What follows belongs to an exercise in optimizing a design on an open flow for small area and a short achievable clock period; a production flow would make more cautious choices. Function was checked by simulation only, so behaviour that the tests miss may differ from the original. In every run shown here, the design's own scripts or RTL, not TritonCTS, make the clock network. The clock port is modelled as an ideal driver, which makes a skipped or thinned clock tree look cheaper than it is; a real chip needs a root buffer or a tree. Power figures rest on the tool's default switching activity, not on a simulated workload.

==> design.v <==
module fir_filter (
    data_in, data_out, clk, rst
);
    output [17:0] data_out;
    input  [7:0]  data_in;
    input         clk, rst;
    wire [7:0] d = data_in;
    reg  [7:0]  x1n;
    reg  [7:0]  x2;
    reg  [7:0]  x3n;
    reg  [7:0]  x4;
    reg  [7:0]  x5n;
    reg  [7:0]  x6;
    reg  [7:0]  x7;
    reg  [17:0] s;
    wire p1, p2;
    ha u_p1 (.a(x2[0]), .b(x4[0]), .s(p1), .co(p2));
    wire p3, p4;
    fa u_p3 (.a(x2[1]), .b(x4[1]), .c(x6[1]), .s(p3), .co(p4));
    wire p5, p6;
    fa u_p5 (.a(x2[2]), .b(x4[2]), .c(x6[2]), .s(p5), .co(p6));
    wire p7, p8;
    fa u_p7 (.a(x2[3]), .b(x4[3]), .c(x6[3]), .s(p7), .co(p8));
    wire p9, p10;
    fa u_p9 (.a(x2[4]), .b(x4[4]), .c(x6[4]), .s(p9), .co(p10));
    wire p11, p12;
    fa u_p11 (.a(x2[5]), .b(x4[5]), .c(x6[5]), .s(p11), .co(p12));
    wire p13, p14;
    fa u_p13 (.a(x2[6]), .b(x4[6]), .c(x6[6]), .s(p13), .co(p14));
    wire p15, p16;
    fa u_p15 (.a(x2[7]), .b(x4[7]), .c(x6[7]), .s(p15), .co(p16));
    wire p17, p18;
    ha u_p17 (.a(x6[0]), .b(x7[0]), .s(p17), .co(p18));
    wire p19, p20;
    fa u_p19 (.a(x7[1]), .b(p2), .c(p3), .s(p19), .co(p20));
    wire p21, p22;
    fa u_p21 (.a(x7[2]), .b(p5), .c(p4), .s(p21), .co(p22));
    wire p23, p24;
    fa u_p23 (.a(x7[3]), .b(p7), .c(p6), .s(p23), .co(p24));
    wire p25, p26;
    fa u_p25 (.a(x7[4]), .b(p9), .c(p8), .s(p25), .co(p26));
    wire p27, p28;
    fa u_p27 (.a(x7[5]), .b(p11), .c(p10), .s(p27), .co(p28));
    wire p29, p30;
    fa u_p29 (.a(x7[6]), .b(p13), .c(p12), .s(p29), .co(p30));
    wire p31, p32;
    fa u_p31 (.a(x7[7]), .b(p15), .c(p14), .s(p31), .co(p32));
    wire p33, p34;
    ha u_p33 (.a(p1), .b(p17), .s(p33), .co(p34));
    wire p35, p36;
    fa u_p35 (.a(p18), .b(p19), .c(d[1]), .s(p35), .co(p36));
    wire p37, p38;
    fa u_p37 (.a(p21), .b(p20), .c(d[2]), .s(p37), .co(p38));
    wire p39, p40;
    fa u_p39 (.a(p23), .b(p22), .c(d[3]), .s(p39), .co(p40));
    wire p41, p42;
    fa u_p41 (.a(p25), .b(p24), .c(d[4]), .s(p41), .co(p42));
    wire p43, p44;
    fa u_p43 (.a(p27), .b(p26), .c(d[5]), .s(p43), .co(p44));
    wire p45, p46;
    fa u_p45 (.a(p29), .b(p28), .c(d[6]), .s(p45), .co(p46));
    wire p47, p48;
    fa u_p47 (.a(p31), .b(p30), .c(d[7]), .s(p47), .co(p48));
    wire p49, p50;
    ha u_p49 (.a(p16), .b(p32), .s(p49), .co(p50));
    wire Prs1, Prc1;
    ha u_Pr1 (.a(p33), .b(d[0]), .s(Prs1), .co(Prc1));
    wire Prs2, Prc2;
    fa u_Pr2 (.a(p34), .b(p35), .c(Prc1), .s(Prs2), .co(Prc2));
    wire Prs3, Prc3;
    fa u_Pr3 (.a(p37), .b(p36), .c(Prc2), .s(Prs3), .co(Prc3));
    wire Prs4, Prc4;
    fa u_Pr4 (.a(p39), .b(p38), .c(Prc3), .s(Prs4), .co(Prc4));
    wire Prs5 = ~(p41 ^ p40);
    wire Prc5 = p41 | p40;
    wire Prs6, Prc6;
    fa u_Pr6 (.a(p43), .b(p42), .c(Prc5), .s(Prs6), .co(Prc6));
    wire Prs7, Prc7;
    fa u_Pr7 (.a(p45), .b(p44), .c(Prc6), .s(Prs7), .co(Prc7));
    wire Prs8, Prc8;
    fa u_Pr8 (.a(p47), .b(p46), .c(Prc7), .s(Prs8), .co(Prc8));
    wire Prs9 = ~(p49 ^ p48);
    wire Prc9 = p49 | p48;
    wire Prs10, Prc10;
    ha u_Pr10 (.a(p50), .b(Prc9), .s(Prs10), .co(Prc10));
    wire [10:0] P = {Prc10, Prs10, Prs9, Prs8, Prs7, Prs6, Prs5, Prs4, Prs3, Prs2, Prs1};
    wire P_c4 = Prc4;    
    wire P_c8 = Prc8;    
    wire t1, t2;
    fa u_t1 (.a(~x3n[0]), .b(x7[7]), .c(x7[6]), .s(t1), .co(t2));
    wire t3, t4;
    fa u_t3 (.a(x7[3]), .b(x7[2]), .c(x3n[4]), .s(t3), .co(t4));
    wire t5, t6;
    fa u_t5 (.a(x7[4]), .b(x7[3]), .c(x3n[5]), .s(t5), .co(t6));
    wire t7, t8;
    fa u_t7 (.a(x7[5]), .b(x7[4]), .c(x3n[6]), .s(t7), .co(t8));
    wire t9, t10;
    ha u_t9 (.a(P[0]), .b(P[2]), .s(t9), .co(t10));
    wire t11, t12;
    fa u_t11 (.a(x7[6]), .b(x7[5]), .c(x3n[7]), .s(t11), .co(t12));
    wire t13, t14;
    fa u_t13 (.a(P[1]), .b(P[3]), .c(~P[7]), .s(t13), .co(t14));
    wire t15, t16;
    fa u_t15 (.a(t1), .b(P[2]), .c(P[4]), .s(t15), .co(t16));
    wire t17, t18;
    fa u_t17 (.a(P_c4), .b(~P[8]), .c(~P_c8), .s(t17), .co(t18));
    wire t19, t20;
    fa u_t19 (.a(~x3n[1]), .b(x7[7]), .c(t2), .s(t19), .co(t20));
    wire t21, t22;
    fa u_t21 (.a(P[3]), .b(P[5]), .c(~P[9]), .s(t21), .co(t22));
    wire t23, t24;
    fa u_t23 (.a(~x3n[2]), .b(P[4]), .c(P[6]), .s(t23), .co(t24));
    wire t25, t26;
    ha u_t25 (.a(P_c4), .b(~P[10]), .s(t25), .co(t26));
    wire t27, t28;
    ha u_t27 (.a(~x3n[3]), .b(P[5]), .s(t27), .co(t28));
    wire t29, t30;
    ha u_t29 (.a(~x3n[4]), .b(P[6]), .s(t29), .co(t30));
    wire t31 = ~(x7[0]);
    wire t32, t33;
    fa u_t32 (.a(x7[1]), .b(x7[0]), .c(x3n[2]), .s(t32), .co(t33));
    wire t34, t35;
    fa u_t34 (.a(x7[2]), .b(x7[1]), .c(x3n[3]), .s(t34), .co(t35));
    wire t36, t37;
    fa u_t36 (.a(t3), .b(P[0]), .c(~P[4]), .s(t36), .co(t37));
    wire t38, t39;
    fa u_t38 (.a(t5), .b(t4), .c(P[1]), .s(t38), .co(t39));
    wire t40, t41;
    fa u_t40 (.a(t7), .b(t6), .c(~P[6]), .s(t40), .co(t41));
    wire t42, t43;
    fa u_t42 (.a(t11), .b(t8), .c(t10), .s(t42), .co(t43));
    wire t44, t45;
    fa u_t44 (.a(t12), .b(t15), .c(t17), .s(t44), .co(t45));
    wire t46, t47;
    fa u_t46 (.a(t19), .b(t16), .c(t21), .s(t46), .co(t47));
    wire t48, t49;
    fa u_t48 (.a(t20), .b(t25), .c(t23), .s(t48), .co(t49));
    wire t50, t51;
    fa u_t50 (.a(P[7]), .b(t27), .c(t26), .s(t50), .co(t51));
    wire t52, t53;
    fa u_t52 (.a(P[8]), .b(P_c8), .c(t29), .s(t52), .co(t53));
    wire t54, t55;
    fa u_t54 (.a(~x3n[5]), .b(P[7]), .c(P[9]), .s(t54), .co(t55));
    wire t56, t57;
    fa u_t56 (.a(~x3n[6]), .b(P[8]), .c(P[10]), .s(t56), .co(t57));
    wire t58 = ~(~x3n[7]);
    wire t59, t60;
    ha u_t59 (.a(x3n[1]), .b(t31), .s(t59), .co(t60));
    wire t61, t62;
    fa u_t61 (.a(x7[0]), .b(t32), .c(~P[2]), .s(t61), .co(t62));
    wire t63, t64;
    fa u_t63 (.a(t34), .b(t33), .c(~P[3]), .s(t63), .co(t64));
    wire t65, t66;
    fa u_t65 (.a(t35), .b(~P_c4), .c(t36), .s(t65), .co(t66));
    wire t67, t68;
    fa u_t67 (.a(~P[5]), .b(t38), .c(t37), .s(t67), .co(t68));
    wire t69, t70;
    fa u_t69 (.a(t9), .b(t39), .c(t40), .s(t69), .co(t70));
    wire t71, t72;
    fa u_t71 (.a(t13), .b(t41), .c(t42), .s(t71), .co(t72));
    wire t73, t74;
    fa u_t73 (.a(t14), .b(t43), .c(t44), .s(t73), .co(t74));
    wire t75, t76;
    fa u_t75 (.a(t18), .b(t46), .c(t45), .s(t75), .co(t76));
    wire t77, t78;
    fa u_t77 (.a(t22), .b(t48), .c(t47), .s(t77), .co(t78));
    wire t79, t80;
    fa u_t79 (.a(t24), .b(t50), .c(t49), .s(t79), .co(t80));
    wire t81, t82;
    fa u_t81 (.a(t28), .b(t52), .c(t51), .s(t81), .co(t82));
    wire t83, t84;
    fa u_t83 (.a(t30), .b(t54), .c(t53), .s(t83), .co(t84));
    wire t85, t86;
    fa u_t85 (.a(P_c8), .b(t56), .c(t55), .s(t85), .co(t86));
    wire t87, t88;
    fa u_t87 (.a(t58), .b(P[9]), .c(t57), .s(t87), .co(t88));
    wire t89 = ~(~x3n[7] ^ P[10]);
    wire t90 = ~x3n[7] | P[10];
    wire Srs1, Src1;
    ha u_Sr1 (.a(x3n[0]), .b(~P[0]), .s(Srs1), .co(Src1));
    wire Srs2, Src2;
    fa u_Sr2 (.a(t59), .b(~P[1]), .c(Src1), .s(Srs2), .co(Src2));
    wire Srs3, Src3;
    fa u_Sr3 (.a(t60), .b(t61), .c(Src2), .s(Srs3), .co(Src3));
    wire Srs4, Src4;
    fa u_Sr4 (.a(t63), .b(t62), .c(Src3), .s(Srs4), .co(Src4));
    wire Srs5, Src5;
    fa u_Sr5 (.a(t64), .b(t65), .c(Src4), .s(Srs5), .co(Src5));
    wire Srs6, Src6;
    fa u_Sr6 (.a(t67), .b(t66), .c(Src5), .s(Srs6), .co(Src6));
    wire Srs7, Src7;
    fa u_Sr7 (.a(t69), .b(t68), .c(Src6), .s(Srs7), .co(Src7));
    wire Srs8, Src8;
    fa u_Sr8 (.a(t70), .b(t71), .c(Src7), .s(Srs8), .co(Src8));
    wire Srs9, Src9;
    fa u_Sr9 (.a(t72), .b(t73), .c(Src8), .s(Srs9), .co(Src9));
    wire Srs10 = ~(t75 ^ t74);
    wire Src10 = t75 | t74;
    wire Srs11, Src11;
    fa u_Sr11 (.a(t77), .b(t76), .c(Src10), .s(Srs11), .co(Src11));
    wire Srs12, Src12;
    fa u_Sr12 (.a(t79), .b(t78), .c(Src11), .s(Srs12), .co(Src12));
    wire Srs13, Src13;
    fa u_Sr13 (.a(t81), .b(t80), .c(Src12), .s(Srs13), .co(Src13));
    wire Srs14 = ~(t83 ^ t82);
    wire Src14 = t83 | t82;
    wire Srs15, Src15;
    fa u_Sr15 (.a(t85), .b(t84), .c(Src14), .s(Srs15), .co(Src15));
    wire Srs16, Src16;
    fa u_Sr16 (.a(t87), .b(t86), .c(Src15), .s(Srs16), .co(Src16));
    wire Srs17, Src17;
    fa u_Sr17 (.a(t89), .b(t88), .c(Src16), .s(Srs17), .co(Src17));
    wire Srs18 = ~(t90 ^ Src17);
    wire Src18 = t90 | Src17;
    wire [17:0] s_next = {Srs18, Srs17, Srs16, Srs15, Srs14, Srs13, Srs12, Srs11, Srs10, Srs9, Srs8, Srs7, Srs6, Srs5, Srs4, Srs3, Srs2, Srs1};
    reg  sc9;    
    wire sc9_next = Src9;
    reg  sc13;    
    wire sc13_next = Src13;
    wire o1, o2;
    ha u_o1 (.a(s[6]), .b(d[6]), .s(o1), .co(o2));
    wire o3, o4;
    fa u_o3 (.a(s[7]), .b(d[7]), .c(d[5]), .s(o3), .co(o4));
    wire o5, o6;
    ha u_o5 (.a(s[8]), .b(d[6]), .s(o5), .co(o6));
    wire o7, o8;
    fa u_o7 (.a(s[9]), .b(sc9), .c(d[7]), .s(o7), .co(o8));
    wire o9, o10;
    ha u_o9 (.a(s[4]), .b(d[4]), .s(o9), .co(o10));
    wire o11, o12;
    fa u_o11 (.a(s[5]), .b(d[5]), .c(d[3]), .s(o11), .co(o12));
    wire o13, o14;
    fa u_o13 (.a(d[4]), .b(d[2]), .c(d[0]), .s(o13), .co(o14));
    wire o15, o16;
    fa u_o15 (.a(d[3]), .b(d[1]), .c(o2), .s(o15), .co(o16));
    wire o17, o18;
    fa u_o17 (.a(d[4]), .b(d[2]), .c(o5), .s(o17), .co(o18));
    wire o19, o20;
    fa u_o19 (.a(d[5]), .b(d[3]), .c(o6), .s(o19), .co(o20));
    wire o21, o22;
    fa u_o21 (.a(s[10]), .b(d[6]), .c(d[4]), .s(o21), .co(o22));
    wire o23, o24;
    ha u_o23 (.a(s[11]), .b(d[7]), .s(o23), .co(o24));
    wire o25, o26;
    ha u_o25 (.a(s[2]), .b(d[2]), .s(o25), .co(o26));
    wire o27, o28;
    fa u_o27 (.a(s[3]), .b(d[3]), .c(d[1]), .s(o27), .co(o28));
    wire o29, o30;
    fa u_o29 (.a(d[2]), .b(d[0]), .c(o9), .s(o29), .co(o30));
    wire o31, o32;
    fa u_o31 (.a(d[1]), .b(o10), .c(o11), .s(o31), .co(o32));
    wire o33, o34;
    fa u_o33 (.a(o1), .b(o13), .c(o12), .s(o33), .co(o34));
    wire o35, o36;
    fa u_o35 (.a(o3), .b(o14), .c(o15), .s(o35), .co(o36));
    wire o37, o38;
    fa u_o37 (.a(o4), .b(o17), .c(o16), .s(o37), .co(o38));
    wire o39, o40;
    fa u_o39 (.a(o7), .b(o19), .c(o18), .s(o39), .co(o40));
    wire o41, o42;
    fa u_o41 (.a(o8), .b(o21), .c(o20), .s(o41), .co(o42));
    wire o43, o44;
    fa u_o43 (.a(d[5]), .b(o23), .c(o22), .s(o43), .co(o44));
    wire o45, o46;
    fa u_o45 (.a(s[12]), .b(d[6]), .c(o24), .s(o45), .co(o46));
    wire o47, o48;
    fa u_o47 (.a(s[13]), .b(sc13), .c(d[7]), .s(o47), .co(o48));
    wire yc_p0, yc_g0;
    ha u_yc_h0 (.a(s[0]), .b(d[0]), .s(yc_p0), .co(yc_g0));
    wire yc_p1, yc_g1;
    ha u_yc_h1 (.a(s[1]), .b(d[1]), .s(yc_p1), .co(yc_g1));
    wire yc_p2, yc_g2;
    ha u_yc_h2 (.a(d[0]), .b(o25), .s(yc_p2), .co(yc_g2));
    wire yc_p3, yc_g3;
    ha u_yc_h3 (.a(o26), .b(o27), .s(yc_p3), .co(yc_g3));
    wire yc_p4, yc_g4;
    ha u_yc_h4 (.a(o28), .b(o29), .s(yc_p4), .co(yc_g4));
    wire yc_p5, yc_g5;
    ha u_yc_h5 (.a(o30), .b(o31), .s(yc_p5), .co(yc_g5));
    wire yc_p6, yc_g6;
    ha u_yc_h6 (.a(o33), .b(o32), .s(yc_p6), .co(yc_g6));
    wire yc_p7, yc_g7;
    ha u_yc_h7 (.a(o34), .b(o35), .s(yc_p7), .co(yc_g7));
    wire yc_p8, yc_g8;
    ha u_yc_h8 (.a(o37), .b(o36), .s(yc_p8), .co(yc_g8));
    wire yc_p9, yc_g9;
    ha u_yc_h9 (.a(o39), .b(o38), .s(yc_p9), .co(yc_g9));
    wire yc_p10, yc_g10;
    ha u_yc_h10 (.a(o41), .b(o40), .s(yc_p10), .co(yc_g10));
    wire yc_p11, yc_g11;
    ha u_yc_h11 (.a(o43), .b(o42), .s(yc_p11), .co(yc_g11));
    wire yc_p12, yc_g12;
    ha u_yc_h12 (.a(o45), .b(o44), .s(yc_p12), .co(yc_g12));
    wire yc_p13, yc_g13;
    ha u_yc_h13 (.a(o47), .b(o46), .s(yc_p13), .co(yc_g13));
    wire yc_p14, yc_g14;
    ha u_yc_h14 (.a(s[14]), .b(o48), .s(yc_p14), .co(yc_g14));
    wire yc_G1 = yc_g1 | (yc_p1 & yc_g0);
    wire yc_G2 = yc_g3 | (yc_p3 & yc_g2);
    wire yc_P2 = yc_p3 & yc_p2;
    wire yc_G3 = yc_g5 | (yc_p5 & yc_g4);
    wire yc_P3 = yc_p5 & yc_p4;
    wire yc_G4 = yc_g7 | (yc_p7 & yc_g6);
    wire yc_P4 = yc_p7 & yc_p6;
    wire yc_G5 = yc_g9 | (yc_p9 & yc_g8);
    wire yc_P5 = yc_p9 & yc_p8;
    wire yc_G6 = yc_g11 | (yc_p11 & yc_g10);
    wire yc_P6 = yc_p11 & yc_p10;
    wire yc_G7 = yc_g13 | (yc_p13 & yc_g12);
    wire yc_P7 = yc_p13 & yc_p12;
    wire yc_G8 = s[15] & yc_g14;
    wire yc_P8 = s[15] & yc_p14;
    wire yc_P9 = s[17] & s[16];
    wire yc_G10 = yc_g2 | (yc_p2 & yc_G1);
    wire yc_G11 = yc_G2 | (yc_P2 & yc_G1);
    wire yc_G12 = yc_g6 | (yc_p6 & yc_G3);
    wire yc_P12 = yc_p6 & yc_P3;
    wire yc_G13 = yc_G4 | (yc_P4 & yc_G3);
    wire yc_P13 = yc_P4 & yc_P3;
    wire yc_G14 = yc_g10 | (yc_p10 & yc_G5);
    wire yc_P14 = yc_p10 & yc_P5;
    wire yc_G15 = yc_G6 | (yc_P6 & yc_G5);
    wire yc_P15 = yc_P6 & yc_P5;
    wire yc_G16 = yc_g14 | (yc_p14 & yc_G7);
    wire yc_P16 = yc_p14 & yc_P7;
    wire yc_G17 = yc_G8 | (yc_P8 & yc_G7);
    wire yc_P17 = yc_P8 & yc_P7;
    wire yc_G18 = yc_g4 | (yc_p4 & yc_G11);
    wire yc_G19 = yc_G3 | (yc_P3 & yc_G11);
    wire yc_G20 = yc_G12 | (yc_P12 & yc_G11);
    wire yc_G21 = yc_G13 | (yc_P13 & yc_G11);
    wire yc_G22 = yc_g12 | (yc_p12 & yc_G15);
    wire yc_P22 = yc_p12 & yc_P15;
    wire yc_G23 = yc_G7 | (yc_P7 & yc_G15);
    wire yc_P23 = yc_P7 & yc_P15;
    wire yc_G24 = yc_G16 | (yc_P16 & yc_G15);
    wire yc_P24 = yc_P16 & yc_P15;
    wire yc_G25 = yc_G17 | (yc_P17 & yc_G15);
    wire yc_P25 = yc_P17 & yc_P15;
    wire yc_G26 = yc_g8 | (yc_p8 & yc_G21);
    wire yc_G27 = yc_G5 | (yc_P5 & yc_G21);
    wire yc_G28 = yc_G14 | (yc_P14 & yc_G21);
    wire yc_G29 = yc_G15 | (yc_P15 & yc_G21);
    wire yc_G30 = yc_G22 | (yc_P22 & yc_G21);
    wire yc_G31 = yc_G23 | (yc_P23 & yc_G21);
    wire yc_G32 = yc_G24 | (yc_P24 & yc_G21);
    wire yc_G33 = yc_G25 | (yc_P25 & yc_G21);
    wire yc_G34 = s[16] & yc_G33;
    wire yc_G35 = yc_P9 & yc_G33;
    wire yc_s1 = yc_p1 ^ yc_g0;
    wire yc_s2 = yc_p2 ^ yc_G1;
    wire yc_s3 = yc_p3 ^ yc_G10;
    wire yc_s4 = yc_p4 ^ yc_G11;
    wire yc_s5 = yc_p5 ^ yc_G18;
    wire yc_s6 = yc_p6 ^ yc_G19;
    wire yc_s7 = yc_p7 ^ yc_G20;
    wire yc_s8 = yc_p8 ^ yc_G21;
    wire yc_s9 = yc_p9 ^ yc_G26;
    wire yc_s10 = yc_p10 ^ yc_G27;
    wire yc_s11 = yc_p11 ^ yc_G28;
    wire yc_s12 = yc_p12 ^ yc_G29;
    wire yc_s13 = yc_p13 ^ yc_G30;
    wire yc_s14 = yc_p14 ^ yc_G31;
    wire yc_s15 = s[15] ^ yc_G32;
    wire yc_s16 = s[16] ^ yc_G33;
    wire yc_s17 = s[17] ^ yc_G34;
    assign data_out = {yc_s17, yc_s16, yc_s15, yc_s14, yc_s13, yc_s12, yc_s11, yc_s10, yc_s9, yc_s8, yc_s7, yc_s6, yc_s5, yc_s4, yc_s3, yc_s2, yc_s1, yc_p0};
    wire rst_n = ~rst;
    wire [7:0] x1n_d;
    nand2v u_x1n (.a(d), .b({8{rst_n}}), .y(x1n_d));
    wire [7:0] x2_d;
    nor2v u_x2 (.a(x1n), .b({8{rst}}), .y(x2_d));
    wire [7:0] x3n_d;
    nand2v u_x3n (.a(x2), .b({8{rst_n}}), .y(x3n_d));
    wire [7:0] x4_d;
    nor2v u_x4 (.a(x3n), .b({8{rst}}), .y(x4_d));
    wire [7:0] x5n_d;
    nand2v u_x5n (.a(x4), .b({8{rst_n}}), .y(x5n_d));
    wire [7:0] x6_d;
    nor2v u_x6 (.a(x5n), .b({8{rst}}), .y(x6_d));
    wire [7:0] x7_d = rst ? 8'h00 : x6;
    always @(posedge clk) begin
        x1n <= x1n_d;
        x2 <= x2_d;
        x3n <= x3n_d;
        x4 <= x4_d;
        x5n <= x5n_d;
        x6 <= x6_d;
        x7 <= x7_d;
        s <= rst ? 18'd0 : s_next;
        sc9 <= rst ? 1'b0 : sc9_next;
        sc13 <= rst ? 1'b0 : sc13_next;
    end
endmodule
module fa (input a, input b, input c, output s, output co);
    assign s = a ^ b ^ c;
    assign co = (a & b) | (a & c) | (b & c);
endmodule
module ha (input a, input b, output s, output co);
    assign s = a ^ b;
    assign co = a & b;
endmodule
module nand2v (input [7:0] a, input [7:0] b, output [7:0] y);
    assign y = ~(a & b);
endmodule
module nor2v (input [7:0] a, input [7:0] b, output [7:0] y);
    assign y = ~(a | b);
endmodule
==> flow/run.sh <==
#!/bin/bash
# Layout flow: the standard ORFS flow (standard.sh, unchanged synthesis),
# with these layout changes:
#  - ports are buffered with the smallest buffer (repair_timing upsizes the
#    ones on critical paths) instead of the delay cell buffer_ports picks;
#  - the clock tree is a root buffer and two leaf buffers (flow/cts_tree.tcl,
#    sourced before the CTS step) instead of TritonCTS's 9-buffer H-tree.
# Each tool's output is in this folder's orfs/logs; the make output is in
# flow.log.
set -euo pipefail
here=$(cd "$(dirname "$0")" && pwd)
export BUFFER_PORTS_ARGS="-buffer_cell sky130_fd_sc_hd__buf_1"
export PRE_CTS_TCL="$here/cts_tree.tcl"
export CTS_NLEAF=4
export CTS_ROOT_CELL=sky130_fd_sc_hd__clkbuf_8
export CTS_LEAF_CELL=sky130_fd_sc_hd__clkbuf_8
bash standard.sh finish > flow.log 2>&1
==> flow/cts_tree.tcl <==
# Sourced before clock tree synthesis (PRE_CTS_TCL). Replaces TritonCTS with a
# small two-level clock tree: the clock port drives one root buffer, which
# drives NLEAF leaf buffers; the flip-flops are split by position (recursive
# bisection) into NLEAF equal groups, each driven by the leaf buffer placed at the group's centroid.
# All flip-flops sit at the same depth (root + one leaf), so the tree adds no
# deliberate skew.
proc clock_tree_synthesis { args } {
  set nleaf $::env(CTS_NLEAF)
  set db [ord::get_db]
  set block [ord::get_db_block]
  set clk_net [$block findNet clk]
  set leafm [$db findMaster $::env(CTS_LEAF_CELL)]
  set rootm [$db findMaster $::env(CTS_ROOT_CELL)]
  set sinks {}
  foreach it [$clk_net getITerms] {
    set loc [[$it getInst] getLocation]
    lappend sinks [list $it [lindex $loc 0] [lindex $loc 1]]
  }
  set n [llength $sinks]
  # recursive bisection (alternately by x and y) into nleaf groups of
  # (nearly) equal size; nleaf is a power of two
  set groups [list $sinks]
  set axis 1
  while {[llength $groups] < $nleaf} {
    set next {}
    foreach grp $groups {
      set grp [lsort -integer -index $axis $grp]
      set h [expr {[llength $grp] / 2}]
      lappend next [lrange $grp 0 [expr {$h - 1}]] [lrange $grp $h end]
    }
    set groups $next
    set axis [expr {3 - $axis}]
  }
  set sx 0; set sy 0
  foreach s $sinks { incr sx [lindex $s 1]; incr sy [lindex $s 2] }
  set root [odb::dbInst_create $block $rootm clkroot]
  $root setLocation [expr {$sx / $n}] [expr {$sy / $n}]
  $root setPlacementStatus PLACED
  set rootnet [odb::dbNet_create $block clknet_root]
  $rootnet setSigType CLOCK
  [$root findITerm A] connect $clk_net
  [$root findITerm X] connect $rootnet
  set g 0
  foreach grp $groups {
    set gx 0; set gy 0
    foreach s $grp { incr gx [lindex $s 1]; incr gy [lindex $s 2] }
    set m [llength $grp]
    set leaf [odb::dbInst_create $block $leafm clkleaf_$g]
    $leaf setLocation [expr {$gx / $m}] [expr {$gy / $m}]
    $leaf setPlacementStatus PLACED
    set net [odb::dbNet_create $block clknet_leaf_$g]
    $net setSigType CLOCK
    [$leaf findITerm A] connect $rootnet
    [$leaf findITerm X] connect $net
    foreach s $grp {
      set it [lindex $s 0]
      $it disconnect
      $it connect $net
    }
    incr g
  }
  $clk_net setSigType CLOCK
  puts "clock tree: root [$rootm getName], $nleaf leaves [$leafm getName], $n sinks"
  set_propagated_clock [all_clocks]
}
==> standard.sh <==
#!/bin/bash
# synth_recipe.tcl (not shown) runs the flow's synth.tcl, then flattens the netlist and writes it again
# the make line also repeats each setting of config.mk as NAME=value (left out here)
make -C /OpenROAD-flow-scripts/flow DESIGN_CONFIG=/design/flow/config.mk WORK_HOME=/design/flow/orfs CLKGATE_MAP_FILE= SYNTH_SCRIPT=/design/flow/synth_recipe.tcl "${@:-finish}"
==> config.mk <==
export PLATFORM = sky130hd
export DESIGN_NAME = fir_filter
export DESIGN_NICKNAME = fir_filter
export VERILOG_FILES = /design/flow/design.v
export SDC_FILE = /design/flow/constraint.sdc
export NUM_CORES = 4
export LEC_CHECK = 0
export CAP_MARGIN = 20
export CORE_MARGIN = 2
export CORE_UTILIZATION = 65
export SETUP_SLACK_MARGIN = 3.5
export SLEW_MARGIN = 20
export SYNTH_HIERARCHICAL = 1
==> constraint.sdc <==
create_clock -name core_clock -period 11.0 [get_ports {clk}]
set_input_delay 2.2000 -clock core_clock [delete_from_list [all_inputs] [get_ports {clk}]]
set_output_delay 2.2000 -clock core_clock [all_outputs]
set_load 0.01 [all_outputs]
==> results.json, run 1 <==
{
  "syn_area_per_cell_um2": 12.5,
  "start_kind": "primary input",
  "first_pass_iters": 4,
  "worst-slew-pin-transition_ps": 733,
  "yosysTopAreaCell": "fa_1",
  "netlist.area_leader.share_pct": 39.4,
  "drt-total-wl_um": 7910,
  "die-height_um": 91.6,
  "insertion_delay_ps": 340,
  "holdBufCountCts": 0,
  "routabilityCongestion": 0.860,
  "critPathSlowestCell": "fa_1",
  "ys_types": 26,
  "cp_cell_sequence": "buf_6, ha_4, fa_1, fa_1, ha_1, nand2_2, o21ai_4, nor3_4, a211oi_4, a211oi_2, nor2b_1, ha_2, xor2_1, buf_2",
  "syn_inst": 400,
  "row_count": 31,
  "ys_async_sr_fraction_pct": 0,
  "clk_pin_slew_ps": 110,
  "coreArea_um2": 7330,
  "diodes": 0,
  "detail-route-antenna-nets": 0,
  "crit_top_cell": "fa_1",
  "ir_drop_mv": 0.182,
  "grt_pass1_vias": 3092,
  "fin_crit_sh_pct": 66.7,
  "io_buffers": 27,
  "setup_viol": 0,
  "cp-end-kind": "output port",
  "p_leak_nw": 2.38,
  "syn_nets": 550,
  "crit_type": "primary input to output port",
  "preCtsSetupSlack_ps": 3100,
  "grt_usage_pct": 21.9,
  "dr_total_vias": 2682,
  "hold_viol": 0,
  "die_area_um2": 8380,
  "rsz0062_at_grt": "no",
  "yosysWarnings": 7,
  "yosys-top-cells-area": "fa_1, dfxtp_1, ha_1",
  "hold_slack_ps": 381,
  "outcome": "finished clean",
  "drv_cap": 0,
  "layout.nets": 569,
  "r2r_start": "x2[1]",
  "antenna_found_initial": 0,
  "wire_per_inst_um": 15.3,
  "syn2layout_area_growth_pct": 5.65,
  "critical_path.max_fanout": 6,
  "drc": 0,
  "slew_viol_final": 0,
  "period_needed_ps": 7340,
  "synth-seq-area-share_pct": 30.5,
  "ys_ff_latch": 76,
  "critical_path_required_ps": 8800,
  "routed_via_density": 5.20,
  "fmax_ghz": 0.136,
  "synth_flop_cell": "dfxtp_1",
  "critical-path-max-stage-delay_ps": 540,
  "die_w_um": 91.6,
  "relSlewSlack_pct": 51.1,
  "drive_above_1_share_pct": 9.11,
  "startpoint": "data_in[6]",
  "crit_arrival_ps": 5140,
  "skew_ps": 11.9,
  "setup_ws_ps": 3660,
  "grt_pass1_wl_um": 14600,
  "grt_overflow": 0,
  "synth_edf_count": 0,
  "hpwl_um": 6500,
  "drt_iter0_drc": 33,
  "hold_class": "flop to flop",
  "powerDensity_nw_per_um2": 258,
  "grt_start_max_net_pins": 54,
  "io_pins": 28,
  "synth_area_um2": 4980,
  "tns_ps": 0,
  "start_util_pct": 68.0,
  "hold_path_startpoint": "x5n[7]"
}
## sequential cells by signal (all words and copies together), names as in the netlist
signal  flops
x6          8
sc13        1
x2          8
x4          8
x3n         8
x1n         8
x5n         8
s          18
sc9         1
x7          8
## what timing repair did
action	in CTS	in global routing
resized for setup	12	10
endpoints found under the setup margin	7	4
pin swaps	5	10
setup buffers	4	1
## path summary, 6_finish.rpt
| path | endpoint | slack [ps] | cells past startpoint |
|---|---|---|---|
| hold / removal | x6[7] | 380 | 1 |
| setup / recovery | data_out[17] | 3660 | 14 |
| setup reg to reg | s[8] | 4410 | 15 |
| hold reg to reg | x6[7] | 380 | 1 |
## routing by layer
metal	global-route usage (%)	part of all wire, %
met4	2.02	1.2
met2	40.4	53
met3	2.16	2.7
met5	0	0
met1	29.3	43
## critical path, delay by kind of cell
family,cells,cell delay (ps)
compound gates,3,550
xor+xnor,1,150
fa+ha+maj,5,1670
buf+inv,2,280
simple gates,3,270
## Yosys stat by module (local to each module, per instance)
module,flip-flops and latches,cells,area (µm²)
fir_filter,76,222,2440
nand2v,0,8,30.0
nor2v,0,8,30.0
fa,0,1,20.0
ha,0,1,12.5
## final cells by class
cell class                 instances  area, µm²
buffer                             5       68.8
fill                             507       2070
inverter                          36        135
multi-input combinational        267       3250
sequential                        76       1520
tap                               99        124
timing repair buffer              33        165
## through the flow
| stage | cells | utilization, % | area, µm² | total power, W |
|---|---|---|---|---|
| final | 516 | 71.8 | 5260 | 0.00136 |
| after global routing | 516 | 71.8 | 5260 | 0.00152 |
| after CTS | 515 | 71.0 | 5210 | 0.00134 |
| after detailed placement | 506 | 69.2 | 5070 | 0.00117 |
| after global placement | 506 | 69.2 | 5070 | 0.00115 |
| after floorplan | 400 | - | 4980 | 0.00112 |
## logic make-up (layout without fill, tap and decap cells)
| kind of cell | count (synthesis) | in the layout | synth area share (%) |
|---|---|---|---|
| buf+inv | 57 | 74 | 5.65 |
| simple gates | 99 | 99 | 9.24 |
| compound gates | 17 | 17 | 2.71 |
| fa+ha+maj | 140 | 140 | 49.9 |
| flops | 76 | 76 | 30.5 |
| xor+xnor | 11 | 11 | 1.93 |
## where the power goes
part	total, W	switching (W)	leakage, nW	internal, W
registers	0.000327	0.0000162	0.623	0.000311
clock network	0.000119	0.0000770	0.0359	0.0000417
logic	0.000912	0.000474	1.72	0.000438
## layout by cell type (no fill, tap or decap), drive strengths merged
cell / Yosys / routed
nor2: 37 / 37
o211ai: 1 / 1
clkbuf: 3 / 6
a21oi: 8 / 8
xor2: 2 / 2
fa: 98 / 98
inv: 36 / 36
nand2b: 2 / 2
dfxtp: 76 / 76
a211oi: 2 / 2
nor2b: 28 / 28
xnor2: 9 / 9
a221oi: 1 / 1
or2: 2 / 2
nand2: 28 / 28
o21ai: 4 / 4
a21o: 1 / 1
and2: 1 / 1
ha: 42 / 42
buf: 18 / 32
nor3: 1 / 1
## synthesized netlist by cell type, types with 2 or more instances
library cell and instances:
nor2b_1 28, dfxtp_1 76, ha_1 42, clkbuf_1 3
a21oi_1 7, buf_4 18, nand2_1 28, xnor2_1 9
o21ai_1 2, xor2_1 2, fa_1 98, nor2_1 37
nand2b_1 2, inv_1 36
==> run 2, diff against run 1 <==
--- a/flow/run.sh
+++ b/flow/run.sh
@@ -4,5 +4,5 @@
 #  - ports are buffered with the smallest buffer (repair_timing upsizes the
 #    ones on critical paths) instead of the delay cell buffer_ports picks;
-#  - the clock tree is a root buffer and two leaf buffers (flow/cts_tree.tcl,
+#  - the clock tree is a root buffer and four leaf buffers (flow/cts_tree.tcl,
 #    sourced before the CTS step) instead of TritonCTS's 9-buffer H-tree.
 # Each tool's output is in this folder's orfs/logs; the make output is in
==> run 2 against run 1 <==
Setup slack unchanged. Fmax stayed put. Final area did not move. Utilization did not move. Critical path type unchanged. Critical endpoint unchanged. Highest routed layer unchanged.
==> results.json, run 2 <==
{
  "hold_end": "x6[7]",
  "detail-route-antenna-nets": 0,
  "fin_crit_sh_pct": 66.7,
  "start_kind": "primary input",
  "grt_pass1_wl_um": 14600,
  "met2_length_um": 4190,
  "drv_cap": 0,
  "rrSetupSlack_ps": 4410,
  "ys_ff_latch": 76,
  "critical_path_required_ps": 8800,
  "syn_area_per_cell_um2": 12.5,
  "grt_pass1_vias": 3092,
  "wl_met1_um": 3410,
  "die_w_um": 91.6,
  "synth_flop_cell": "dfxtp_1",
  "hold_depth": 1,
  "fin_util_pct": 71.8,
  "setup_viol": 0,
  "final_cell_mix": "fa_1, dfxtp_1, ha_1, inv_1, nor2_1",
  "synth_edf_count": 0,
  "rsz0062_at_grt": "no",
  "relSlewSlack_pct": 51.1,
  "met3_length_um": 212,
  "num-fill-cells": 507,
  "start_util_pct": 68.0,
  "outcome": "finished clean",
  "yosysTopAreaCell": "fa_1",
  "netlist.area_leader.share_pct": 39.4,
  "reg2reg_to": "s[8]",
  "syn2layout_area_growth_pct": 5.65,
  "syn_inst": 400,
  "critical_path.max_fanout": 6,
  "drt-total-wl_um": 7910,
  "holdBufCountCts": 0,
  "layout.nets": 569,
  "synth_common_cells": "fa_1, dfxtp_1, ha_1",
  "fmax_ghz": 0.136,
  "hold_viol": 0,
  "die_area_um2": 8380,
  "grt_start_max_net_pins": 54,
  "die-height_um": 91.6,
  "p_leak_nw": 2.38,
  "synth-seq-area-share_pct": 30.5,
  "routed_via_density": 5.20,
  "period_needed_ps": 7340,
  "hold_path_startpoint": "x5n[7]",
  "diodes": 0,
  "ys_async_sr_fraction_pct": 0,
  "skew_ps": 11.9,
  "routabilityCongestion": 0.860,
  "wire_per_inst_um": 15.3,
  "slew_viol_final": 0,
  "drc": 0,
  "syn_nets": 550,
  "yosys-top-cells-area": "fa_1, dfxtp_1, ha_1",
  "final_common_cell": "fa_1",
  "coreArea_um2": 7330,
  "r2r_start": "x2[1]",
  "drt_iter0_drc": 33,
  "hold_class": "flop to flop",
  "regMostFlops": "s",
  "grt_usage_pct": 21.9,
  "maxUsedRoutingLayer": "met4",
  "dr_total_vias": 2682,
  "row_count": 31,
  "crit_type": "primary input to output port",
  "ys_types": 26,
  "crit_arrival_ps": 5140,
  "antenna_found_initial": 0,
  "cp-end-kind": "output port",
  "io_buffers": 27,
  "clk_pin_slew_ps": 110,
  "yosysWarnings": 7,
  "worst-slew-pin-transition_ps": 733,
  "r2r_cells": 15,
  "powerDensity_nw_per_um2": 258,
  "io_pins": 28,
  "largest_register_ffs": 18,
  "synth_area_um2": 4980,
  "synth_most_common_cell": "fa_1",
  "first_pass_iters": 4,
  "grt_overflow": 0,
  "drive_above_1_share_pct": 9.11,
  "ir_drop_mv": 0.182,
  "insertion_delay_ps": 340,
  "hpwl_um": 6500,
  "tns_ps": 0
}
==> run 2: cell counts after synthesis <==
Identical to the previous run, type by type.
==> run 2: how the worst max path moves through the flow <==
stage | startpoint | to | cells past startpoint
detailed placement | data_in[6] | data_out[17] | 14
global placement | data_in[6] | data_out[17] | 14
finish | data_in[6] | data_out[17] | 14
global route | data_in[6] | data_out[17] | 14
CTS | data_in[6] | data_out[17] | 14
floorplan | data_in[6] | data_out[17] | 13
==> run 2: cell type report <==
| type | count | area, µm² | area share, % |
|---|---|---|---|
| flip-flops and latches | 76 | 1520 | 28.9 |
| multi-input cells | 267 | 3250 | 61.7 |
| repair buffers | 33 | 165 | 3.14 |
| plain buffers | 5 | 68.8 | 1.31 |
| inverters | 36 | 135 | 2.57 |
| well taps | 99 | 124 | 2.35 |
==> run 2: power breakdown <==
group / internal [W] / switching (W)
logic: 0.000438 / 0.000474
registers: 0.000311 / 0.0000162
clock network: 0.0000417 / 0.0000770
==> run 2: stage by stage <==
stage	instance area [µm²]	worst slack [ps]	std cells	hold slack, ps	total power, W
final	5260	3660	516	381	0.00136
after global routing	5260	3500	516	395	0.00152
after CTS	5210	3510	515	383	0.00134
after detailed placement	5070	3100	506	367	0.00117
after global placement	5070	3170	506	363	0.00115
after floorplan	4980	3820	400	363	0.00112
==> run 2: critical path: stages <==
cell	delay (ps)
buf_6	120
ha_4	220
fa_1	540
fa_1	410
ha_1	320
nand2_2	80
o21ai_4	160
nor3_4	60
a211oi_4	270
a211oi_2	120
nor2b_1	130
ha_2	180
xor2_1	150
buf_2	160
==> run 2: cell families after synthesis <==
kind of cell | count (synthesis) | share of synthesized area (%)
adders and majority gates | 140 | 49.9
and+or+nand+nor | 99 | 9.24
DFF | 76 | 30.5
buffers and inverters | 57 | 5.65
AOI/OAI and AO/OA | 17 | 2.71
xor gates and xnor gates | 11 | 1.93
==> run 2: metal layers <==
| metal | up-vias | global-route usage, % |
|---|---|---|
| met5 | - | 0 |
| met4 | 0 | 2.02 |
| met3 | 8 | 2.16 |
| met2 | 31 | 40.4 |
| met1 | 1394 | 29.3 |
| li1 | 1249 | - |
==> run 2: Yosys stat by module (local to each module, per instance) <==
module / copies in the design / cells inside / flops+latches / cell area [µm²]
fa: 98 / 1 / 0 / 20.0
nand2v: 3 / 8 / 0 / 30.0
nor2v: 3 / 8 / 0 / 30.0
fir_filter: 1 / 222 / 76 / 2440
ha: 32 / 1 / 0 / 12.5
==> run 2: timing repair <==
item,in CTS,in global routing
buffers inserted,4,1
cloned,0,0
setup endpoints to repair,7,4
pin swaps,5,10
gates resized for setup,12,10
==> run 3, diff against run 2 <==
--- a/design.v
+++ b/design.v
@@ -15,74 +15,67 @@
     reg  [17:0] s;
     wire p1, p2;
-    ha u_p1 (.a(x2[0]), .b(x4[0]), .s(p1), .co(p2));
+    fa u_p1 (.a(x2[0]), .b(x4[0]), .c(x6[0]), .s(p1), .co(p2));
     wire p3, p4;
-    fa u_p3 (.a(x2[1]), .b(x4[1]), .c(x6[1]), .s(p3), .co(p4));
+    fa u_p3 (.a(x7[0]), .b(p1), .c(d[0]), .s(p3), .co(p4));
     wire p5, p6;
-    fa u_p5 (.a(x2[2]), .b(x4[2]), .c(x6[2]), .s(p5), .co(p6));
+    fa u_p5 (.a(x2[1]), .b(x4[1]), .c(x6[1]), .s(p5), .co(p6));
     wire p7, p8;
-    fa u_p7 (.a(x2[3]), .b(x4[3]), .c(x6[3]), .s(p7), .co(p8));
+    fa u_p7 (.a(x7[1]), .b(p2), .c(p5), .s(p7), .co(p8));
     wire p9, p10;
-    fa u_p9 (.a(x2[4]), .b(x4[4]), .c(x6[4]), .s(p9), .co(p10));
+    fa u_p9 (.a(p7), .b(d[1]), .c(p4), .s(p9), .co(p10));
     wire p11, p12;
-    fa u_p11 (.a(x2[5]), .b(x4[5]), .c(x6[5]), .s(p11), .co(p12));
+    fa u_p11 (.a(x2[2]), .b(x4[2]), .c(x6[2]), .s(p11), .co(p12));
     wire p13, p14;
-    fa u_p13 (.a(x2[6]), .b(x4[6]), .c(x6[6]), .s(p13), .co(p14));
+    fa u_p13 (.a(x7[2]), .b(p6), .c(p11), .s(p13), .co(p14));
     wire p15, p16;
-    fa u_p15 (.a(x2[7]), .b(x4[7]), .c(x6[7]), .s(p15), .co(p16));
+    fa u_p15 (.a(p8), .b(p13), .c(d[2]), .s(p15), .co(p16));
     wire p17, p18;
-    ha u_p17 (.a(x6[0]), .b(x7[0]), .s(p17), .co(p18));
+    fa u_p17 (.a(x2[3]), .b(x4[3]), .c(x6[3]), .s(p17), .co(p18));
     wire p19, p20;
-    fa u_p19 (.a(x7[1]), .b(p2), .c(p3), .s(p19), .co(p20));
+    fa u_p19 (.a(x7[3]), .b(p12), .c(p17), .s(p19), .co(p20));
     wire p21, p22;
-    fa u_p21 (.a(x7[2]), .b(p5), .c(p4), .s(p21), .co(p22));
+    fa u_p21 (.a(p14), .b(p19), .c(d[3]), .s(p21), .co(p22));
     wire p23, p24;
-    fa u_p23 (.a(x7[3]), .b(p7), .c(p6), .s(p23), .co(p24));
+    fa u_p23 (.a(x2[4]), .b(x4[4]), .c(x6[4]), .s(p23), .co(p24));
     wire p25, p26;
-    fa u_p25 (.a(x7[4]), .b(p9), .c(p8), .s(p25), .co(p26));
+    fa u_p25 (.a(x7[4]), .b(p18), .c(p23), .s(p25), .co(p26));
     wire p27, p28;
-    fa u_p27 (.a(x7[5]), .b(p11), .c(p10), .s(p27), .co(p28));
+    fa u_p27 (.a(p20), .b(p25), .c(d[4]), .s(p27), .co(p28));
     wire p29, p30;
-    fa u_p29 (.a(x7[6]), .b(p13), .c(p12), .s(p29), .co(p30));
+    fa u_p29 (.a(x2[5]), .b(x4[5]), .c(x6[5]), .s(p29), .co(p30));
     wire p31, p32;
-    fa u_p31 (.a(x7[7]), .b(p15), .c(p14), .s(p31), .co(p32));
+    fa u_p31 (.a(x7[5]), .b(p24), .c(p29), .s(p31), .co(p32));
     wire p33, p34;
-    ha u_p33 (.a(p1), .b(p17), .s(p33), .co(p34));
+    fa u_p33 (.a(p26), .b(p31), .c(d[5]), .s(p33), .co(p34));
     wire p35, p36;
-    fa u_p35 (.a(p18), .b(p19), .c(d[1]), .s(p35), .co(p36));
+    fa u_p35 (.a(x2[6]), .b(x4[6]), .c(x6[6]), .s(p35), .co(p36));
     wire p37, p38;
-    fa u_p37 (.a(p21), .b(p20), .c(d[2]), .s(p37), .co(p38));
+    fa u_p37 (.a(x7[6]), .b(p30), .c(p35), .s(p37), .co(p38));
     wire p39, p40;
-    fa u_p39 (.a(p23), .b(p22), .c(d[3]), .s(p39), .co(p40));
+    fa u_p39 (.a(p32), .b(p37), .c(d[6]), .s(p39), .co(p40));
     wire p41, p42;
-    fa u_p41 (.a(p25), .b(p24), .c(d[4]), .s(p41), .co(p42));
+    fa u_p41 (.a(x2[7]), .b(x4[7]), .c(x6[7]), .s(p41), .co(p42));
     wire p43, p44;
-    fa u_p43 (.a(p27), .b(p26), .c(d[5]), .s(p43), .co(p44));
+    fa u_p43 (.a(x7[7]), .b(p36), .c(p41), .s(p43), .co(p44));
     wire p45, p46;
-    fa u_p45 (.a(p29), .b(p28), .c(d[6]), .s(p45), .co(p46));
+    fa u_p45 (.a(p38), .b(p43), .c(d[7]), .s(p45), .co(p46));
     wire p47, p48;
-    fa u_p47 (.a(p31), .b(p30), .c(d[7]), .s(p47), .co(p48));
-    wire p49, p50;
-    ha u_p49 (.a(p16), .b(p32), .s(p49), .co(p50));
-    wire Prs1, Prc1;
-    ha u_Pr1 (.a(p33), .b(d[0]), .s(Prs1), .co(Prc1));
-    wire Prs2, Prc2;
-    fa u_Pr2 (.a(p34), .b(p35), .c(Prc1), .s(Prs2), .co(Prc2));
+    fa u_p47 (.a(p42), .b(p44), .c(p46), .s(p47), .co(p48));
     wire Prs3, Prc3;
-    fa u_Pr3 (.a(p37), .b(p36), .c(Prc2), .s(Prs3), .co(Prc3));
+    ha u_Pr3 (.a(p15), .b(p10), .s(Prs3), .co(Prc3));
     wire Prs4, Prc4;
-    fa u_Pr4 (.a(p39), .b(p38), .c(Prc3), .s(Prs4), .co(Prc4));
-    wire Prs5 = ~(p41 ^ p40);
-    wire Prc5 = p41 | p40;
+    fa u_Pr4 (.a(p16), .b(p21), .c(Prc3), .s(Prs4), .co(Prc4));
+    wire Prs5 = ~(p22 ^ p27);
+    wire Prc5 = p22 | p27;
     wire Prs6, Prc6;
-    fa u_Pr6 (.a(p43), .b(p42), .c(Prc5), .s(Prs6), .co(Prc6));
+    fa u_Pr6 (.a(p28), .b(p33), .c(Prc5), .s(Prs6), .co(Prc6));
     wire Prs7, Prc7;
-    fa u_Pr7 (.a(p45), .b(p44), .c(Prc6), .s(Prs7), .co(Prc7));
+    fa u_Pr7 (.a(p34), .b(p39), .c(Prc6), .s(Prs7), .co(Prc7));
     wire Prs8, Prc8;
-    fa u_Pr8 (.a(p47), .b(p46), .c(Prc7), .s(Prs8), .co(Prc8));
-    wire Prs9 = ~(p49 ^ p48);
-    wire Prc9 = p49 | p48;
+    fa u_Pr8 (.a(p40), .b(p45), .c(Prc7), .s(Prs8), .co(Prc8));
+    wire Prs9 = ~p47;
     wire Prs10, Prc10;
-    ha u_Pr10 (.a(p50), .b(Prc9), .s(Prs10), .co(Prc10));
-    wire [10:0] P = {Prc10, Prs10, Prs9, Prs8, Prs7, Prs6, Prs5, Prs4, Prs3, Prs2, Prs1};
+    ha u_Pr10 (.a(p48), .b(p47), .s(Prs10), .co(Prc10));
+    wire [10:0] P = {Prc10, Prs10, Prs9, Prs8, Prs7, Prs6, Prs5, Prs4, Prs3, p9, p3};
     wire P_c4 = Prc4;    
     wire P_c8 = Prc8;    
@@ -297,4 +290,5 @@
     ha u_yc_h14 (.a(s[14]), .b(o48), .s(yc_p14), .co(yc_g14));
     wire yc_G1 = yc_g1 | (yc_p1 & yc_g0);
+    wire yc_P1 = yc_p1 & yc_p0;
     wire yc_G2 = yc_g3 | (yc_p3 & yc_g2);
     wire yc_P2 = yc_p3 & yc_p2;
@@ -312,57 +306,61 @@
     wire yc_P8 = s[15] & yc_p14;
     wire yc_P9 = s[17] & s[16];
-    wire yc_G10 = yc_g2 | (yc_p2 & yc_G1);
-    wire yc_G11 = yc_G2 | (yc_P2 & yc_G1);
-    wire yc_G12 = yc_g6 | (yc_p6 & yc_G3);
-    wire yc_P12 = yc_p6 & yc_P3;
-    wire yc_G13 = yc_G4 | (yc_P4 & yc_G3);
-    wire yc_P13 = yc_P4 & yc_P3;
-    wire yc_G14 = yc_g10 | (yc_p10 & yc_G5);
-    wire yc_P14 = yc_p10 & yc_P5;
-    wire yc_G15 = yc_G6 | (yc_P6 & yc_G5);
-    wire yc_P15 = yc_P6 & yc_P5;
-    wire yc_G16 = yc_g14 | (yc_p14 & yc_G7);
-    wire yc_P16 = yc_p14 & yc_P7;
-    wire yc_G17 = yc_G8 | (yc_P8 & yc_G7);
-    wire yc_P17 = yc_P8 & yc_P7;
-    wire yc_G18 = yc_g4 | (yc_p4 & yc_G11);
-    wire yc_G19 = yc_G3 | (yc_P3 & yc_G11);
-    wire yc_G20 = yc_G12 | (yc_P12 & yc_G11);
-    wire yc_G21 = yc_G13 | (yc_P13 & yc_G11);
-    wire yc_G22 = yc_g12 | (yc_p12 & yc_G15);
-    wire yc_P22 = yc_p12 & yc_P15;
-    wire yc_G23 = yc_G7 | (yc_P7 & yc_G15);
-    wire yc_P23 = yc_P7 & yc_P15;
-    wire yc_G24 = yc_G16 | (yc_P16 & yc_G15);
-    wire yc_P24 = yc_P16 & yc_P15;
-    wire yc_G25 = yc_G17 | (yc_P17 & yc_G15);
-    wire yc_P25 = yc_P17 & yc_P15;
-    wire yc_G26 = yc_g8 | (yc_p8 & yc_G21);
-    wire yc_G27 = yc_G5 | (yc_P5 & yc_G21);
-    wire yc_G28 = yc_G14 | (yc_P14 & yc_G21);
-    wire yc_G29 = yc_G15 | (yc_P15 & yc_G21);
-    wire yc_G30 = yc_G22 | (yc_P22 & yc_G21);
-    wire yc_G31 = yc_G23 | (yc_P23 & yc_G21);
-    wire yc_G32 = yc_G24 | (yc_P24 & yc_G21);
-    wire yc_G33 = yc_G25 | (yc_P25 & yc_G21);
-    wire yc_G34 = s[16] & yc_G33;
-    wire yc_G35 = yc_P9 & yc_G33;
+    wire yc_G10 = yc_G2 | (yc_P2 & yc_G1);
+    wire yc_P10 = yc_P2 & yc_P1;
+    wire yc_G11 = yc_G4 | (yc_P4 & yc_G3);
+    wire yc_P11 = yc_P4 & yc_P3;
+    wire yc_G12 = yc_G6 | (yc_P6 & yc_G5);
+    wire yc_P12 = yc_P6 & yc_P5;
+    wire yc_G13 = yc_G8 | (yc_P8 & yc_G7);
+    wire yc_P13 = yc_P8 & yc_P7;
+    wire yc_G14 = yc_G11 | (yc_P11 & yc_G10);
+    wire yc_P14 = yc_P11 & yc_P10;
+    wire yc_G15 = yc_G13 | (yc_P13 & yc_G12);
+    wire yc_P15 = yc_P13 & yc_P12;
+    wire yc_G16 = yc_G15 | (yc_P15 & yc_G14);
+    wire yc_P16 = yc_P15 & yc_P14;
+    wire yc_G17 = yc_G12 | (yc_P12 & yc_G14);
+    wire yc_P17 = yc_P12 & yc_P14;
+    wire yc_G18 = yc_G3 | (yc_P3 & yc_G10);
+    wire yc_P18 = yc_P3 & yc_P10;
+    wire yc_G19 = yc_G5 | (yc_P5 & yc_G14);
+    wire yc_P19 = yc_P5 & yc_P14;
+    wire yc_G20 = yc_G7 | (yc_P7 & yc_G17);
+    wire yc_P20 = yc_P7 & yc_P17;
+    wire yc_G21 = yc_P9 & yc_G16;
+    wire yc_P21 = yc_P9 & yc_P16;
+    wire yc_G22 = yc_g2 | (yc_p2 & yc_G1);
+    wire yc_P22 = yc_p2 & yc_P1;
+    wire yc_G23 = yc_g4 | (yc_p4 & yc_G10);
+    wire yc_P23 = yc_p4 & yc_P10;
+    wire yc_G24 = yc_g6 | (yc_p6 & yc_G18);
+    wire yc_P24 = yc_p6 & yc_P18;
+    wire yc_G25 = yc_g8 | (yc_p8 & yc_G14);
+    wire yc_P25 = yc_p8 & yc_P14;
+    wire yc_G26 = yc_g10 | (yc_p10 & yc_G19);
+    wire yc_P26 = yc_p10 & yc_P19;
+    wire yc_G27 = yc_g12 | (yc_p12 & yc_G17);
+    wire yc_P27 = yc_p12 & yc_P17;
+    wire yc_G28 = yc_g14 | (yc_p14 & yc_G20);
+    wire yc_P28 = yc_p14 & yc_P20;
+    wire yc_G29 = s[16] & yc_G16;
+    wire yc_P29 = s[16] & yc_P16;
     wire yc_s1 = yc_p1 ^ yc_g0;
     wire yc_s2 = yc_p2 ^ yc_G1;
-    wire yc_s3 = yc_p3 ^ yc_G10;
-    wire yc_s4 = yc_p4 ^ yc_G11;
-    wire yc_s5 = yc_p5 ^ yc_G18;
-    wire yc_s6 = yc_p6 ^ yc_G19;
-    wire yc_s7 = yc_p7 ^ yc_G20;
-    wire yc_s8 = yc_p8 ^ yc_G21;
-    wire yc_s9 = yc_p9 ^ yc_G26;
-    wire yc_s10 = yc_p10 ^ yc_G27;
-    wire yc_s11 = yc_p11 ^ yc_G28;
-    wire yc_s12 = yc_p12 ^ yc_G29;
-    wire yc_s13 = yc_p13 ^ yc_G30;
-    wire yc_s14 = yc_p14 ^ yc_G31;
-    wire yc_s15 = s[15] ^ yc_G32;
-    wire yc_s16 = s[16] ^ yc_G33;
-    wire yc_s17 = s[17] ^ yc_G34;
+    wire yc_s3 = yc_p3 ^ yc_G22;
+    wire yc_s4 = yc_p4 ^ yc_G10;
+    wire yc_s5 = yc_p5 ^ yc_G23;
+    wire yc_s6 = yc_p6 ^ yc_G18;
+    wire yc_s7 = yc_p7 ^ yc_G24;
+    wire yc_s8 = yc_p8 ^ yc_G14;
+    wire yc_s9 = yc_p9 ^ yc_G25;
+    wire yc_s10 = yc_p10 ^ yc_G19;
+    wire yc_s11 = yc_p11 ^ yc_G26;
+    wire yc_s12 = yc_p12 ^ yc_G17;
+    wire yc_s13 = yc_p13 ^ yc_G27;
+    wire yc_s14 = yc_p14 ^ yc_G20;
+    wire yc_s15 = s[15] ^ yc_G28;
+    wire yc_s16 = s[16] ^ yc_G16;
+    wire yc_s17 = s[17] ^ yc_G29;
     assign data_out = {yc_s17, yc_s16, yc_s15, yc_s14, yc_s13, yc_s12, yc_s11, yc_s10, yc_s9, yc_s8, yc_s7, yc_s6, yc_s5, yc_s4, yc_s3, yc_s2, yc_s1, yc_p0};
     wire rst_n = ~rst;
==> run 3 against run 2 <==
Critical path depth down 1. First-iteration DRC count up 18%. Setup slack worse by 22 ps. Via count down 3.1%. Sequential share of layout area up 0.75 points. Sequential cell count unchanged. Wire length down 1.7%. Register-to-register slack better by 230 ps. Still clean on timing, DRC and antenna. Area after synthesis down 1.1%. Largest cell class unchanged. Fmax down 0.30%.
==> results.json, run 3 <==
{
  "period_needed_ps": 7360,
  "hold_end": "x2[4]",
  "fmax_ghz": 0.136,
  "synth_area_um2": 4930,
  "place_inst": 494,
  "p_sw_w": 0.000532,
  "grt_pass1_vias": 2968,
  "num-fill-cells": 571,
  "fin_crit_sh_pct": 66.9,
  "ys_types": 23,
  "final_cell_area_um2": 5130,
  "seqPwrFrac_pct": 25.5,
  "largest_register_ffs": 18,
  "final_common_cell": "fa_1",
  "critical_path_required_ps": 8800,
  "synth-seq-area-share_pct": 30.9,
  "die_w_um": 91.1,
  "pwr-share-clk_pct": 9.4,
  "r2r_start": "x2[4]",
  "clk_pin_slew_ps": 110,
  "drive_above_1_share_pct": 6.75,
  "postCtsSetupRepairBufs": 0,
  "combPwrFrac_pct": 65.1,
  "drv_cap": 0,
  "hold_depth": 1,
  "dr_total_vias": 2598,
  "crit_top_cell": "ha_1",
  "start_kind": "primary input",
  "layout.nets": 552,
  "preCtsSetupSlack_ps": 3240,
  "grt_pass1_wl_um": 14400,
  "syn_nets": 538,
  "hold_class": "flop to flop",
  "coreArea_um2": 7290,
  "yosys-top-cells-area": "fa_1, dfxtp_1, ha_1",
  "regMostFlops": "s",
  "diodes": 0,
  "holdBufCountCts": 0,
  "r2r_cells": 20,
  "ys_async_sr_fraction_pct": 0,
  "yosysWarnings": 7,
  "insertion_delay_ps": 340,
  "netlist.area_leader.share_pct": 40.2,
  "hold_slack_ps": 382,
  "io_pins": 28,
  "critPathSlowestCell": "fa_1",
  "fin_cells": 499,
  "crit_type": "primary input to output port",
  "hold_viol": 0,
  "synth_most_common_cell": "fa_1",
  "p_leak_nw": 2.36,
  "row_count": 31,
  "setup_ws_ps": 3640,
  "ys_ff_latch": 76,
  "grt_overflow": 0,
  "synth_common_cells": "fa_1, dfxtp_1, ha_1",
  "syn_inst": 388,
  "synth_flop_cell": "dfxtp_1",
  "ir_drop_mv": 0.169,
  "outcome": "finished clean",
  "cp_cell_sequence": "buf_4, ha_1, fa_1, fa_1, ha_1, a21oi_1, o21ai_1, o41ai_4, inv_1, ha_1, nor2_1, xnor2_1, buf_2",
  "hold_path_startpoint": "x1n[4]",
  "slew_viol_final": 0,
  "die_area_um2": 8300,
  "grt_usage_pct": 21.8,
  "worst-slew-pin-transition_ps": 738,
  "rrSetupSlack_ps": 4640,
  "die-height_um": 91.1,
  "routabilityCongestion": 0.865,
  "setup_viol": 0,
  "yosysTopAreaCell": "fa_1",
  "place_area_um2": 5020,
  "switching_share_pct": 41.5,
  "critical-path-max-stage-delay_ps": 500,
  "wire_per_inst_um": 15.6,
  "grt_start_max_net_pins": 54,
  "relSlewSlack_pct": 50.7,
  "first_pass_iters": 4,
  "skew_ps": 8.10,
  "rsz0062_at_grt": "no",
  "syn2layout_area_growth_pct": 4.06,
  "cp-end-kind": "output port",
  "hpwl_um": 6500,
  "syn_area_per_cell_um2": 12.7,
  "final_cell_mix": "fa_1, dfxtp_1, ha_1, nor2_1, inv_1",
  "routed_via_density": 5.21,
  "start_util_pct": 67.6,
  "drt_iter0_drc": 39,
  "synth_edf_count": 0,
  "crit_arrival_ps": 5160,
  "tns_ps": 0,
  "io_buffers": 27,
  "p_int_w": 0.000748,
  "drt-total-wl_um": 7770,
  "detail-route-antenna-nets": 0,
  "reg2reg_to": "s[12]",
  "critical_path.max_fanout": 6,
  "powerDensity_nw_per_um2": 250,
  "antenna_found_initial": 0,
  "drc": 0
}
-- run 3: changes by cell type in the layout (fill, tap and decap cells not counted), moves of 2 or more --
cell,change
buf_4,-4
nand2b_1,-2
inv_1,-3
nor2_1,-2
nor2b_1,-2
a21oi_1,-2
nand4_1,+2
a21o_1,+2
-- run 3: worst max-delay path by stage --
stage,startpoint,to,depth (start not counted)
after CTS,data_in[6],data_out[13],13
after detailed placement,data_in[6],data_out[13],13
after global routing,data_in[6],data_out[13],13
final,data_in[6],data_out[13],13
after floorplan,data_in[6],data_out[13],12
after global placement,data_in[6],data_out[13],13
-- run 3: per-layer routing --
metal  vias to the layer above  global-route usage, %  wire [µm]
li1                       1205                      -          -
met1                      1359                   28.9       3260
met2                        26                   41.0       4210
met3                         8                   1.58        194
met4                         0                   2.40        114
met5                         -                      0          0
-- run 3: modules after synthesis (local to each module, per instance) --
module      area [µm²]  flip-flops and latches  copies in the design
fa                20.0                       0                    99
fir_filter        2420                      76                     1
nor2v             30.0                       0                     3
nand2v            30.0                       0                     3
ha                12.5                       0                    28
-- run 3: per-stage QoR --
step | power, W | util [%]
after floorplan | 0.00110 | -
after global placement | 0.00113 | 68.8
after detailed placement | 0.00116 | 68.8
after CTS | 0.00130 | 70.1
after global routing | 0.00144 | 70.4
final | 0.00128 | 70.4
-- run 3: final cells by class --
class	count	area, µm²	area share [%]
Multi-Input combinational cell	258	3170	61.7
Timing Repair Buffer	28	125	2.44
Buffer	5	68.8	1.34
Sequential cell	76	1520	29.7
Tap cell	99	124	2.41
Inverter	33	124	2.41
-- run 3: power by group through the flow --
stage	Combinational (W)	Sequential [W]	Clock [W]
2_1_floorplan	0.000772	0.000330	0
3_3_place_gp	0.000793	0.000334	0
3_5_place_dp	0.000823	0.000334	0
4_1_cts	0.000845	0.000328	0.000125
5_1_grt	0.000975	0.000332	0.000131
6_report	0.000833	0.000327	0.000120
-- run 3: cells by family after synthesis --
kind of cell / synth area share (%)
xor gates and xnor gates: 1.60
AOI/OAI and AO/OA: 2.72
buffers and inverters: 5.48
DFF: 30.9
and+or+nand+nor: 8.73
adders and majority gates: 50.6
-- run 3: critical path: cells and delay by family --
kind / cells / cell delay, ps
simple gates: 1 / 130
compound gates: 3 / 650
buf+inv: 3 / 390
xor+xnor: 1 / 130
fa+ha+maj: 5 / 1650
-- run 3: repair_timing --
item,in CTS,in global routing
endpoints found under the setup margin,8,3
pin swaps,1,2
gates resized for setup,12,3
==> run 4, diff against run 3 <==
--- a/config.mk
+++ b/config.mk
@@ -9,5 +9,5 @@
 export CORE_MARGIN = 2
 export CORE_UTILIZATION = 65
-export SETUP_SLACK_MARGIN = 3.5
+export SETUP_SLACK_MARGIN = 3.9
 export SLEW_MARGIN = 20
 export SYNTH_HIERARCHICAL = 1
==> run 4 against run 3 <==
Worst hold slack better by 1.7 ps. Global-route usage is 0.95 points higher. Area after synthesis is the same. Combinational power up 16%. Wire length is 6.0% higher. Die area is the same. First-iteration DRC count increased by 56%.
==> results.json, run 4 <==
{
  "outcome": "finished clean",
  "crit_arrival_ps": 5000,
  "drt-total-wl_um": 8240,
  "crit_type": "primary input to output port",
  "largest_register_ffs": 18,
  "syn_inst": 388,
  "insertion_delay_ps": 340,
  "syn_nets": 538,
  "fmax_ghz": 0.139,
  "routabilityCongestion": 0.865,
  "critPathSlowestCell": "fa_1",
  "row_count": 31,
  "io_pins": 28,
  "grt_usage_pct": 22.8,
  "synth_most_common_cell": "fa_1",
  "final_cell_mix": "fa_1, dfxtp_1, inv_1, ha_1, nor2_1",
  "slew_viol_final": 0,
  "yosys-top-cells-area": "fa_1, dfxtp_1, ha_1",
  "cp_cell_sequence": "buf_12, ha_4, fa_2, fa_1, ha_4, nand4_1, a21oi_2, o41ai_4, o21ai_2, ha_4, nor2_2, xnor2_1, buf_2",
  "routed_via_density": 5.21,
  "powerDensity_nw_per_um2": 266,
  "synth_area_um2": 4930,
  "ys_ff_latch": 76,
  "regMostFlops": "s",
  "synth_edf_count": 0,
  "coreArea_um2": 7290,
  "grt_pass1_wl_um": 14900,
  "critical-path-max-stage-delay_ps": 550,
  "synth_flop_cell": "dfxtp_1",
  "skew_ps": 10.0,
  "ys_types": 23,
  "start_util_pct": 67.6,
  "critical_path.max_fanout": 3,
  "yosysWarnings": 7,
  "period_needed_ps": 7200,
  "num-fill-cells": 552,
  "ys_async_sr_fraction_pct": 0,
  "ir_drop_mv": 0.203,
  "drt_iter0_drc": 61,
  "io_buffers": 27,
  "first_pass_iters": 4,
  "detail-route-antenna-nets": 0,
  "fin_cells": 503,
  "cp-end-kind": "output port",
  "fin_crit_sh_pct": 65.5,
  "final_common_cell": "fa_1",
  "setup_ws_ps": 3800,
  "die-height_um": 91.1,
  "synth_common_cells": "fa_1, dfxtp_1, ha_1",
  "hpwl_um": 6500,
  "start_kind": "primary input",
  "syn_area_per_cell_um2": 12.7,
  "drv_cap": 0,
  "relSlewSlack_pct": 49.7,
  "die_w_um": 91.1,
  "synth-seq-area-share_pct": 30.9,
  "clk_pin_slew_ps": 110,
  "crit_top_cell": "ha_4",
  "hold_class": "flop to flop",
  "holdBufCountCts": 0,
  "die_area_um2": 8300,
  "drc": 0,
  "yosysTopAreaCell": "fa_1",
  "grt_overflow": 0,
  "hold_viol": 0,
  "place_inst": 494,
  "tns_ps": 0,
  "antenna_found_initial": 0,
  "preCtsSetupSlack_ps": 3240,
  "wire_per_inst_um": 16.4,
  "syn2layout_area_growth_pct": 7.74
}
run 4: cell counts after synthesis:
No cell type changed its count.
run 4: routing by layer:
metal | track usage, % | share of wire (%) | up-vias
li1 | - | - | 1211
met3 | 2.07 | 2.9 | 10
met2 | 43.2 | 55 | 32
met4 | 2.53 | 1.6 | 0
met1 | 29.4 | 41 | 1368
met5 | 0 | 0 | -
run 4: report_power, final:
part | switching [W] | internal (W)
Sequential | 0.0000177 | 0.000311
Clock | 0.0000796 | 0.0000417
Combinational | 0.000479 | 0.000485
run 4: cell families after synthesis:
kind of cell | after synthesis | synth area share [%]
buf+inv | 54 | 5.48
compound gates | 16 | 2.72
xor+xnor | 9 | 1.60
flops | 76 | 30.9
simple gates | 93 | 8.73
fa+ha+maj | 140 | 50.6
run 4: metrics by stage:
step	total power, W	area, µm²	util [%]	hold slack, ps
2_1_floorplan	0.00110	4930	-	363
3_5_place_dp	0.00116	5020	68.8	367
5_1_grt	0.00157	5310	72.8	392
3_3_place_gp	0.00113	5020	68.8	364
4_1_cts	0.00140	5270	72.2	382
6_report	0.00141	5310	72.8	383
run 4: per-module statistics from Yosys (local to each module, per instance):
module | cells inside | area, µm² | times used | flip-flops and latches
fir_filter | 213 | 2420 | 1 | 76
nand2v | 8 | 30.0 | 3 | 0
nor2v | 8 | 30.0 | 3 | 0
fa | 1 | 20.0 | 99 | 0
ha | 1 | 12.5 | 28 | 0
run 4: worst max-delay path, delay by kind of cell:
family | cells | cell delay (ps)
XOR/XNOR | 1 | 110
AND/OR/NAND/NOR | 2 | 200
adder cells (fa/ha/maj) | 5 | 1630
buffers and inverters | 2 | 250
AO/OA/AOI/OAI | 3 | 590
run 4: cell type report:
type / count / area (µm²) / share of cell area (%)
buffer: 5 / 68.8 / 1.30
inverter: 33 / 124 / 2.33
multi-input combinational: 258 / 3280 / 61.7
sequential: 76 / 1520 / 28.6
tap: 99 / 124 / 2.33
timing repair buffer: 32 / 198 / 3.72
run 4: worst paths after layout:
| kind | from | depth (start not counted) | slack, ps | endpoint |
|---|---|---|---|---|
| max reg2reg | x2[4] | 20 | 4780 | s[12] |
| min | x1n[0] | 1 | 380 | x2[0] |
| max | data_in[6] | 13 | 3800 | data_out[15] |
| min reg2reg | x1n[0] | 1 | 380 | x2[0] |
run 4: repair_timing:
action / CTS / global route
gates resized for setup: 43 / 8
endpoints found under the setup margin: 15 / 11
setup buffers: 2 / 2
gates cloned: 0 / 0
pin swaps: 17 / 3
